What follows belongs to an exercise in optimizing a design on an open flow for small area, a short achievable clock period and few clock cycles; a production flow would make more cautious choices.
At most, simulation tests tie the RTL to the original design; equivalence was not proved.
Power figures rest on the tool's default switching activity, not on a simulated workload.

job 6408:
Design powlib_xbar_top, start of the top module:
module powlib_xbar_top(clk,rst,wrdatas,wraddrs,wrvlds,wrrdys,rddatas,rdaddrs,rdvlds,rdrdys);
  localparam                       B_WRS = 4;
  localparam                       B_RDS = 3;
  localparam                       B_AW  = 2;
  localparam                       B_DW  = 8;
  localparam                       B_NP  = B_WRS*(B_WRS-1)/2;
  input     wire                   clk;
  input     wire                   rst;
  input     wire [B_WRS*B_DW-1:0]  wrdatas;
  input     wire [B_WRS*B_AW-1:0]  wraddrs;
  input     wire [B_WRS-1:0]       wrvlds;
  output    wire [B_WRS-1:0]       wrrdys;
  output    wire [B_RDS*B_DW-1:0]  rddatas;
  output    wire [B_RDS*B_AW-1:0]  rdaddrs;
  output    wire [B_RDS-1:0]       rdvlds;
  input     wire [B_RDS-1:0]       rdrdys;
  reg  [B_RDS-1:0]      vld_q;            
  reg  [B_RDS*B_DW-1:0] dat_q;            
  reg                   a0_q;             
  reg  [B_NP-1:0]       pri_q;            
  wire [B_RDS-1:0]      req [0:B_WRS-1];  
  wire [B_RDS-1:0]      tk  [0:B_WRS-1];  
  wire [B_WRS-1:0]      tkr [0:B_RDS-1];  
  ...
Size in the first run: roughly 230 cells after synthesis, roughly 86 I/O pins, about 2000 um^2 of cells after synthesis.
export LEC_CHECK = 0
export CAP_MARGIN = 20
export CORE_MARGIN = 2
export CORE_UTILIZATION = 40
export SETUP_SLACK_MARGIN = 2.0
export SLEW_MARGIN = 20
export SYNTH_HIERARCHICAL = 1
export SYNTH_MINIMUM_KEEP_SIZE = 0
create_clock -name core_clock -period 3.6 [get_ports {clk}]
standard.sh (not shown) runs the stock make flow with config.mk's settings and CLKGATE_MAP_FILE= SYNTH_SCRIPT=/design/flow/synth_recipe.tcl, a recipe that flattens the netlist after the stock synthesis.
==> flow/flow/run.sh <==
#!/bin/bash
# Standard layout, except that the port buffers are the smallest plain
# buffer (the resizer upsizes the ones on critical paths) instead of the
# delay buffer buffer_ports picks by default.
set -euo pipefail
export BUFFER_PORTS_ARGS="-buffer_cell sky130_fd_sc_hd__buf_1"
bash standard.sh > standard.log 2>&1
Testbench counts of job 6408, summed over its fixed seeds: cycles 4,878.
The inputs of job 2584 differ from those of job 6408 as listed below.
- CTS_BUF_LIST now sky130_fd_sc_hd__clkbuf_4, previously not set
- CTS_CLUSTER_SIZE now 40, previously not set
- CORE_UTILIZATION now 55, was 40
- SETUP_SLACK_MARGIN now 1.4, was 2.0
- CTS_CLUSTER_DIAMETER now 100, previously not set
--- outcome ---
Number of buffers added for setup after CTS: job 2584 vs job 6408 down 10
Going from job 6408 to job 2584, clock-pin slew on the worst setup and hold paths grows by 40 ps.
Taking job 6408 as the reference, in job 2584 ratio of final minimum period to clock period went up by 2.3 points, depth of the worst hold-timing path went up by 1, worst setup margin went down by 83 ps.
Comparing job 6408 and job 2584, the higher worst slack after detailed placement was measured on job 2584.
| total power | higher: job 6408 |
Setup changes, job 2584 to job 3181
- CORE_UTILIZATION now 40, was 55
--- outcome ---
- Timing, DRC, antenna: 0 failures across job 3181 and job 2584
- Higher cell depth of the worst hold path was reported by job 2584, not job 3181.
- Per the comparison of job 3181 with job 2584, power density over the cells has decreased, die outline area increased about 35%, final-layout clock-cell area share shows no meaningful change.
- Summary of the comparison: non-clock buffer count is lower in job 3181, relative to job 2584.
- Job 3181 — proportion of cell area occupied by registers 0.42 points lower, job 2584 as reference
- Clock period minus worst slack in job 3181 is 83 ps below job 2584.
- Diff job 2584 -> job 3181 | summed area of non-filler cells in the final layout | up slightly
- Lower largest voltage drop on the vdd net among job 3181 and job 2584: job 3181
- Total power grows slightly when moving from job 2584 to job 3181.
- Relative to job 2584, cell count increased by 5.2% in job 3181.

* * *

Another version of the RTL of powlib_xbar_top (not shown whole).
Size: ~220 cells after synthesis, about 34 flip-flops, roughly 86 I/O pins, ~2200 um^2 of cells after synthesis.
clock: 3.6 ns
lec_check: 0
cap_margin: 20
core_margin: 2
core_utilization: 40
setup_slack_margin: 2.5
slew_margin: 20
run.sh (not shown) runs the stock make flow with config.mk's settings and CLKGATE_MAP_FILE= SYNTH_SCRIPT=/design/flow/synth_recipe.tcl, a recipe that flattens the netlist after the stock synthesis.
Stock flow here: none of the scripts above is used.
The baseline completed without violations.
Testbench counts at the start, summed over its fixed seeds: cycles 4,900.
Edit:
SETUP_SLACK_MARGIN = not set   (was 2.5)
After rerunning: The new run finished with timing, DRC and antenna clean. Power fell by about a fifth. Design area came out lower by about a fifth. Sequential power shrinks slightly. Wire length shrinks by about a fifth. Cell count fell by roughly a tenth. Worst setup slack gets worse by 0.77 ns. Count of clock-buffer cells in the layout rises by 1. Non-clock buffer count shrinks by 45. Core utilization drops by 15 points. Sequential share of layout area grows by 5.6 points.
Edit:
SETUP_SLACK_MARGIN = 1.5   (was not set)
What happened: The changed run completed with no timing, DRC or antenna violations. Sequential power barely changes. Clock-buffer cell count stays the same. Final area went up by about 10%. Non-clock buffer count went up by 18. Maximum frequency went up by about 30%. Flip-flop and latch count does not change. Worst setup slack improved by 0.84 ns. Die area is unchanged. Area after synthesis is unchanged. Total power went up by 2.9%. Via count went up by 1.2%.

* * *

powlib_xbar_top, a different RTL version from the one above (not shown whole).
Size in the first run: ~34 flip-flops.
==> flow/config.mk <==
export PLATFORM = sky130hd
export DESIGN_NAME = powlib_xbar_top
export DESIGN_NICKNAME = powlib_xbar_top
export VERILOG_FILES = /design/flow/design.v
export SDC_FILE = /design/flow/constraint.sdc
export NUM_CORES = 4
export LEC_CHECK = 0
export CAP_MARGIN = 20
export CORE_MARGIN = 2
export CORE_UTILIZATION = 40
export CTS_BUF_LIST = sky130_fd_sc_hd__clkbuf_4
export CTS_CLUSTER_DIAMETER = 100
export CTS_CLUSTER_SIZE = 40
export SETUP_SLACK_MARGIN = 1.45
export SLEW_MARGIN = 20
export SYNTH_HIERARCHICAL = 1
export SYNTH_MINIMUM_KEEP_SIZE = 0
==> flow/constraint.sdc <==
create_clock -name core_clock -period 3.6 [get_ports {clk}]
set_input_delay 0.7200 -clock core_clock [delete_from_list [all_inputs] [get_ports {clk}]]
set_output_delay 0.7200 -clock core_clock [all_outputs]
set_load 0.01 [all_outputs]
standard.sh (not shown) runs the stock make flow with config.mk's settings and CLKGATE_MAP_FILE= SYNTH_SCRIPT=/design/flow/synth_recipe.tcl, a recipe that flattens the netlist after the stock synthesis.
Scripts as last shown in full above: flow/flow/run.sh
Next try:
- CTS_BUF_LIST: sky130_fd_sc_hd__clkbuf_4 -> not set
- CTS_CLUSTER_DIAMETER: 100 -> not set
- CTS_CLUSTER_SIZE: 40 -> not set
- SETUP_SLACK_MARGIN: 1.45 -> 1.2
The new run produced a clean layout.
Via count decreases by 6.9%.
Non-clock buffer count decreases by 17.
Die area stays the same.
Final area decreases by 7.9%.
Final cell count decreases by 4.2%.
Area after synthesis stays the same.
Register-to-register slack gets better by 0.10 ns.
Routed wire length decreases by 7.2%.
Next try:
- CTS_BUF_LIST: not set -> sky130_fd_sc_hd__clkbuf_4
- CTS_CLUSTER_DIAMETER: not set -> 100
- CTS_CLUSTER_SIZE: not set -> 40
- SETUP_SLACK_MARGIN: 1.2 -> 1.3
Outcome: The new run passed the timing, design-rule and antenna checks; final area is about the same; die area is unchanged; flip-flop and latch count does not change; total power decreases by a little under a tenth; worst setup slack gains 0.086 ns; hold slack gains 0.0052 ns; global-route usage increases by 0.27 points; synthesized cell count does not change; final cell count stays the same; sequential share of layout area is about the same; clock skew increases by 0.0041 ns.
Next try:
- CTS_BUF_LIST: sky130_fd_sc_hd__clkbuf_4 -> not set
- CTS_CLUSTER_DIAMETER: 100 -> not set
- CTS_CLUSTER_SIZE: 40 -> not set
- SETUP_SLACK_MARGIN: 1.3 -> 1.4
Outcome: Worst hold slack gets worse by 0.0057 ns; final area increases by 4.5%; cell count increases by 1.0%; global-route usage is about the same; non-clock buffer count increases by 4; combinational power increases by about 5%; synthesized area does not change; core utilization increases by 2.3 points; clock power increases by 33%; die area stays the same; total power increases by 10%.
Function was not checked in any run of this note: the RTL went through the layout flow alone.

* * *

run 1:
powlib_xbar_top, a different RTL version from the one above (not shown whole).
For scale: about 300 cells after synthesis, ~34 flip-flops, ~86 I/O pins, ~2500 µm² of cells after synthesis.
==> flow/config.mk <==
export PLATFORM = sky130hd
export DESIGN_NAME = powlib_xbar_top
export DESIGN_NICKNAME = powlib_xbar_top
export VERILOG_FILES = /design/flow/design.v
export SDC_FILE = /design/flow/constraint.sdc
export NUM_CORES = 4
export LEC_CHECK = 0
export CAP_MARGIN = 20
export CORE_MARGIN = 2
export CORE_UTILIZATION = 40
export SETUP_SLACK_MARGIN = 1.4
export SLEW_MARGIN = 20
==> flow/constraint.sdc <==
create_clock -name core_clock -period 3.6 [get_ports {clk}]
set_input_delay 0.7200 -clock core_clock [delete_from_list [all_inputs] [get_ports {clk}]]
set_output_delay 0.7200 -clock core_clock [all_outputs]
set_load 0.01 [all_outputs]
Scripts as last shown in full above: flow/flow/run.sh
The inputs of run 2 differ from those of run 1 as listed below.
- changing SETUP_SLACK_MARGIN from 1.4 to 1.0
--- outcome ---
For run 2, the slowest library cell on the worst path was sky130_fd_sc_hd__nor2b_1, unlike run 1, where it was sky130_fd_sc_hd__a2111oi_4. Run 2 reports its worst setup path startpoint as wrvlds[3] while run 1 reports wraddrs[3]. For number of combinational gates with multiple inputs, run 2 and run 1 come out practically identical. Of run 1 and run 2, the lower detailed-route wire length belongs to run 2. Critical path depth is higher on run 2.
No run of this note included a check of the RTL's function; only the layout flow was run.

* * *

== job 9181 ==
The RTL this note starts from:
==> flow/design.v <==
`timescale 1ns / 1ps
module powlib_xbar_top(clk,rst,wrdatas,wraddrs,wrvlds,wrrdys,rddatas,rdaddrs,rdvlds,rdrdys);
  localparam                       B_WRS = 4;
  localparam                       B_RDS = 3;
  localparam                       B_AW  = 2;
  localparam                       B_DW  = 8;
  localparam                       B_NP  = B_WRS*(B_WRS-1)/2;
  input     wire                   clk;
  input     wire                   rst;
  input     wire [B_WRS*B_DW-1:0]  wrdatas;
  input     wire [B_WRS*B_AW-1:0]  wraddrs;
  input     wire [B_WRS-1:0]       wrvlds;
  output    wire [B_WRS-1:0]       wrrdys;
  output    wire [B_RDS*B_DW-1:0]  rddatas;
  output    wire [B_RDS*B_AW-1:0]  rdaddrs;
  output    wire [B_RDS-1:0]       rdvlds;
  input     wire [B_RDS-1:0]       rdrdys;
  reg  [B_RDS-1:0]      vld_q;            
  reg  [B_RDS*B_DW-1:0] dat_q;            
  reg                   a0_q;             
  reg  [B_NP-1:0]       pri_q;            
  wire [B_RDS-1:0]      req [0:B_WRS-1];  
  wire [B_RDS-1:0]      tk  [0:B_WRS-1];  
  wire [B_WRS-1:0]      tkr [0:B_RDS-1];  
  wire [B_RDS-1:0]      acc;              
  wire [B_RDS-1:0]      hold;             
  wire [B_WRS*B_WRS-1:0] pri;
  genvar i, j, k;
  for (k=0; k<B_WRS; k=k+1) begin : g_pk
    for (i=0; i<B_WRS; i=i+1) begin : g_pi
      if (k==i) begin : g_eq
        assign pri[k*B_WRS+i] = 1'b0;
      end else if (k<i) begin : g_lt
        assign pri[k*B_WRS+i] = pri_q[(k*(2*B_WRS-1-k))/2+i-k-1];
      end else begin : g_gt
        assign pri[k*B_WRS+i] = ~pri_q[(i*(2*B_WRS-1-i))/2+k-i-1];
      end
    end
  end
  always @(posedge clk) begin : p_pri
    integer pk, pi;
    for (pk=0; pk<B_WRS; pk=pk+1)
      for (pi=pk+1; pi<B_WRS; pi=pi+1)
        if (rst)
          pri_q[(pk*(2*B_WRS-1-pk))/2+pi-pk-1] <= 1'b1;
        else
          pri_q[(pk*(2*B_WRS-1-pk))/2+pi-pk-1] <= pri[((pk+B_WRS-1)%B_WRS)*B_WRS+((pi+B_WRS-1)%B_WRS)];
  end
  for (j=0; j<B_RDS; j=j+1) begin : g_acc
    assign acc[j]  = ~vld_q[j] | rdrdys[j];
    assign hold[j] = ~acc[j];
  end
  wire [B_RDS-1:0]      t   [0:B_WRS-1];
  for (i=0; i<B_WRS; i=i+1) begin : g_wr
    for (j=0; j<B_RDS; j=j+1) begin : g_rd
      wire             x;
      wire [B_WRS-2:0] m;
      powlib_xbar_xterm #(.J(j)) xterm_inst (
        .addr(wraddrs[i*B_AW+:B_AW]),.acc(acc[j]),.x(x));
      for (k=0; k<B_WRS-1; k=k+1) begin : g_o
        powlib_xbar_bterm #(.J(j)) bterm_inst (
          .vld(wrvlds[(i+1+k)%B_WRS]),.addr(wraddrs[((i+1+k)%B_WRS)*B_AW+:B_AW]),
          .pri(pri[((i+1+k)%B_WRS)*B_WRS+i]),.m(m[k]));
      end
      powlib_xbar_rterm rterm_inst (.x(x),.m(m),.t(t[i][j]));
      assign req[i][j] = wrvlds[i] & x;
      assign tk[i][j]  = wrvlds[i] & ~t[i][j];
      assign tkr[j][i] = tk[i][j];
    end
    assign wrrdys[i] = ~&t[i];
  end
  for (j=0; j<B_RDS; j=j+1) begin : g_rd
    wire [B_DW-1:0] d;
    powlib_xbar_dmux #(.W(B_DW)) dmux_inst (
      .sel({hold[j], tkr[j]}),
      .din({dat_q[j*B_DW+:B_DW], wrdatas}),
      .dout(d));
    always @(posedge clk) begin
      if (rst)
        vld_q[j] <= 1'b0;
      else
        vld_q[j] <= hold[j] | req[0][j] | req[1][j] | req[2][j] | req[3][j];
      dat_q[j*B_DW+:B_DW] <= d;
    end
    assign rddatas[j*B_DW+:B_DW] = dat_q[j*B_DW+:B_DW];
    assign rdvlds[j]             = vld_q[j];
  end
  always @(posedge clk) begin
    a0_q <= (tk[0][2] & wraddrs[0]) | (tk[1][2] & wraddrs[2]) |
            (tk[2][2] & wraddrs[4]) | (tk[3][2] & wraddrs[6]) | (hold[2] & a0_q);
  end
  assign rdaddrs = {1'b0, a0_q, 2'b10, 2'b11};
endmodule
module powlib_xbar_xterm(addr,acc,x);
  parameter         J = 0;
  input  wire [1:0] addr;
  input  wire       acc;
  output wire       x;
  wire              dec = (J==0) ? ( addr[1] &  addr[0]) :
                          (J==1) ? ( addr[1] & ~addr[0]) :
                                   (~addr[1]);
  assign x = dec & acc;
endmodule
module powlib_xbar_bterm(vld,addr,pri,m);
  parameter         J = 0;
  input  wire       vld;
  input  wire [1:0] addr;
  input  wire       pri;
  output wire       m;
  wire              dec = (J==0) ? ( addr[1] &  addr[0]) :
                          (J==1) ? ( addr[1] & ~addr[0]) :
                                   (~addr[1]);
  assign m = ~(vld & dec & pri);
endmodule
module powlib_xbar_rterm(x,m,t);
  input  wire       x;
  input  wire [2:0] m;
  output wire       t;
  assign t = ~(x & (&m));
endmodule
module powlib_xbar_dmux(sel,din,dout);
  parameter                W = 8;
  parameter                N = 5;
  input  wire [N-1:0]      sel;
  input  wire [N*W-1:0]    din;
  output wire [W-1:0]      dout;
  genvar b, n;
  for (b=0; b<W; b=b+1) begin : g_bit
    wire [N-1:0] t;
    for (n=0; n<N; n=n+1) begin : g_word
      assign t[n] = sel[n] & din[n*W+b];
    end
    assign dout[b] = |t;
  end
endmodule
export LEC_CHECK = 0
export CAP_MARGIN = 20
export CORE_MARGIN = 2
export CORE_UTILIZATION = 40
export SETUP_SLACK_MARGIN = 1.4
export SLEW_MARGIN = 20
export SYNTH_HIERARCHICAL = 1
export SYNTH_MINIMUM_KEEP_SIZE = 0
create_clock -name core_clock -period 3.6 [get_ports {clk}]
Scripts as last shown in full above: flow/flow/run.sh
Looking at the reports, job 9181 completed the entire flow and the layout it produced met the timing, design-rule and antenna checks.
Testbench counts of job 9181, summed over its fixed seeds: cycles 4,878.
### job 9181 -> job 7761
Settings: SETUP_SLACK_MARGIN: 1.4 -> 1.3; CTS_CLUSTER_SIZE: unset -> 40; CTS_CLUSTER_DIAMETER: unset -> 100; CTS_BUF_LIST: unset -> sky130_fd_sc_hd__clkbuf_4.
Findings:
The share of cells above drive strength 1 reported for job 7761 is smaller than that of job 9181 by 0.83 points. Job 7761 vs. job 9181: total chip power went down by 9.2%. The run with more setup slack is job 9181; job 7761 has less. Per the comparison of job 7761 with job 9181, clock network fraction of total power lower, filler cell count higher, via count roughly the same.
The following lists how job 4817 was set up differently from job 7761:
Settings: swapping 1.3 for 1.35 in SETUP_SLACK_MARGIN; swapping 40 for 48 in CORE_UTILIZATION.
--- outcome ---
- Of job 4817 and job 7761, the run reporting the higher share of final-layout standard cells stronger than drive strength 1 was job 4817.
- On portion of the clock cycle consumed by the worst path in the final layout, job 4817 and job 7761 are basically level.
- Cells: job 4817 has fewer instances than job 7761
- Area of the core region shrinks by more than 10% when moving from job 7761 to job 4817.
Changes in job 2784 relative to job 4817:
Settings: changing SETUP_SLACK_MARGIN from 1.35 to 1.4; changing CORE_UTILIZATION from 48 to 40.
==> flow/flow/run.sh <==
#!/bin/bash
# Standard layout, except that the port buffers are the smallest plain
# buffer (the resizer upsizes the ones on critical paths) instead of the
# delay buffer buffer_ports picks by default, and that after timing repair
# at global routing the resizer downsizes gates on paths with slack to spare.
set -euo pipefail
export BUFFER_PORTS_ARGS="-buffer_cell sky130_fd_sc_hd__buf_1"
export RECOVER_POWER=100
bash standard.sh > standard.log 2>&1
Findings:
From job 2784 to job 4817, sequential cell area in the final layout did not move at all.
Summary — data arrival at the endpoint of the critical path, job 2784 relative to job 4817: higher, by 0.21 ns.
Of job 4817 and job 2784, the lower combinational fraction of design power belongs to job 2784.
Synthesis-to-layout area growth | job 2784 below job 4817
The final cell count in job 2784 is 1.05 times that in job 4817.

what the ideal ports hide:
How much do the figures lean on ideal ports? The routed layouts below were timed once more, with nothing changed but the port constraints. Step 1: set_driving_cell puts a clkbuf_16 on clk and a buf_2 on each other input, an assumption about the parent block. Step 2 also shifts input and output timing later by t, the mid clock arrival at the registers, as if the neighbouring blocks saw the same clock. Three values: no drivers, after step 1, after step 2; two values: the first two.
run | t, ns | slack for setup (ns) | worst hold slack (ns) | worst register clock-pin slew, ns | worst slew at a driven data input, ns
job 6408 | 0.311 | 1.369 / 1.345 / 1.173 | 0.464 / 0.464 / 0.464 | 0.07 / 0.07 | 0.04
job 2584 | 0.355 | 1.286 / 1.262 / 1.079 | 0.475 / 0.475 / 0.475 | 0.12 / 0.12 | 0.05
job 3181 | 0.361 | 1.369 / 1.326 / 1.087 | 0.460 / 0.460 / 0.460 | 0.12 / 0.12 | 0.04
the first run of note 2 | 0.320 | 0.857 / 0.825 / 0.671 | 0.553 / 0.553 / 0.553 | 0.08 / 0.08 | 0.06
the second run of note 2 | 0.318 | 0.088 / 0.057 / 0.057 | 0.544 / 0.544 / 0.544 | 0.08 / 0.08 | 0.04
the third run of note 2 | 0.318 | 0.925 / 0.886 / 0.764 | 0.567 / 0.567 / 0.567 | 0.09 / 0.09 | 0.06
the first run of note 3 | 0.367 | 1.362 / 1.316 / 1.100 | 0.463 / 0.463 / 0.463 | 0.11 / 0.11 | 0.07
the second run of note 3 | 0.314 | 1.264 / 1.238 / 1.186 | 0.450 / 0.450 / 0.450 | 0.07 / 0.07 | 0.05
the third run of note 3 | 0.369 | 1.349 / 1.327 / 1.255 | 0.455 / 0.455 / 0.455 | 0.11 / 0.11 | 0.05
the fourth run of note 3 | 0.313 | 1.393 / 1.343 / 1.241 | 0.450 / 0.450 / 0.450 | 0.07 / 0.07 | 0.06
run 1 | 0.323 | 0.956 / 0.915 / 0.915 | 0.490 / 0.490 / 0.490 | 0.08 / 0.08 | 0.12
run 2 | 0.322 | 0.971 / 0.947 / 0.947 | 0.500 / 0.500 / 0.500 | 0.08 / 0.08 | 0.04
job 9181 | 0.307 | 1.344 / 1.317 / 1.222 | 0.447 / 0.447 / 0.447 | 0.07 / 0.07 | 0.04
job 7761 | 0.358 | 1.328 / 1.302 / 1.186 | 0.459 / 0.459 / 0.459 | 0.12 / 0.12 | 0.04
job 4817 | 0.354 | 1.328 / 1.307 / 1.085 | 0.470 / 0.470 / 0.470 | 0.11 / 0.11 | 0.04
job 2784 | 0.363 | 1.115 / 1.081 / 0.920 | 0.458 / 0.458 / 0.458 | 0.11 / 0.11 | 0.04
After both steps setup and hold are still met in every run listed. The setup slack of job 3181, which loses most, moves by -0.043 ns with the drivers and by -0.282 ns with both steps.
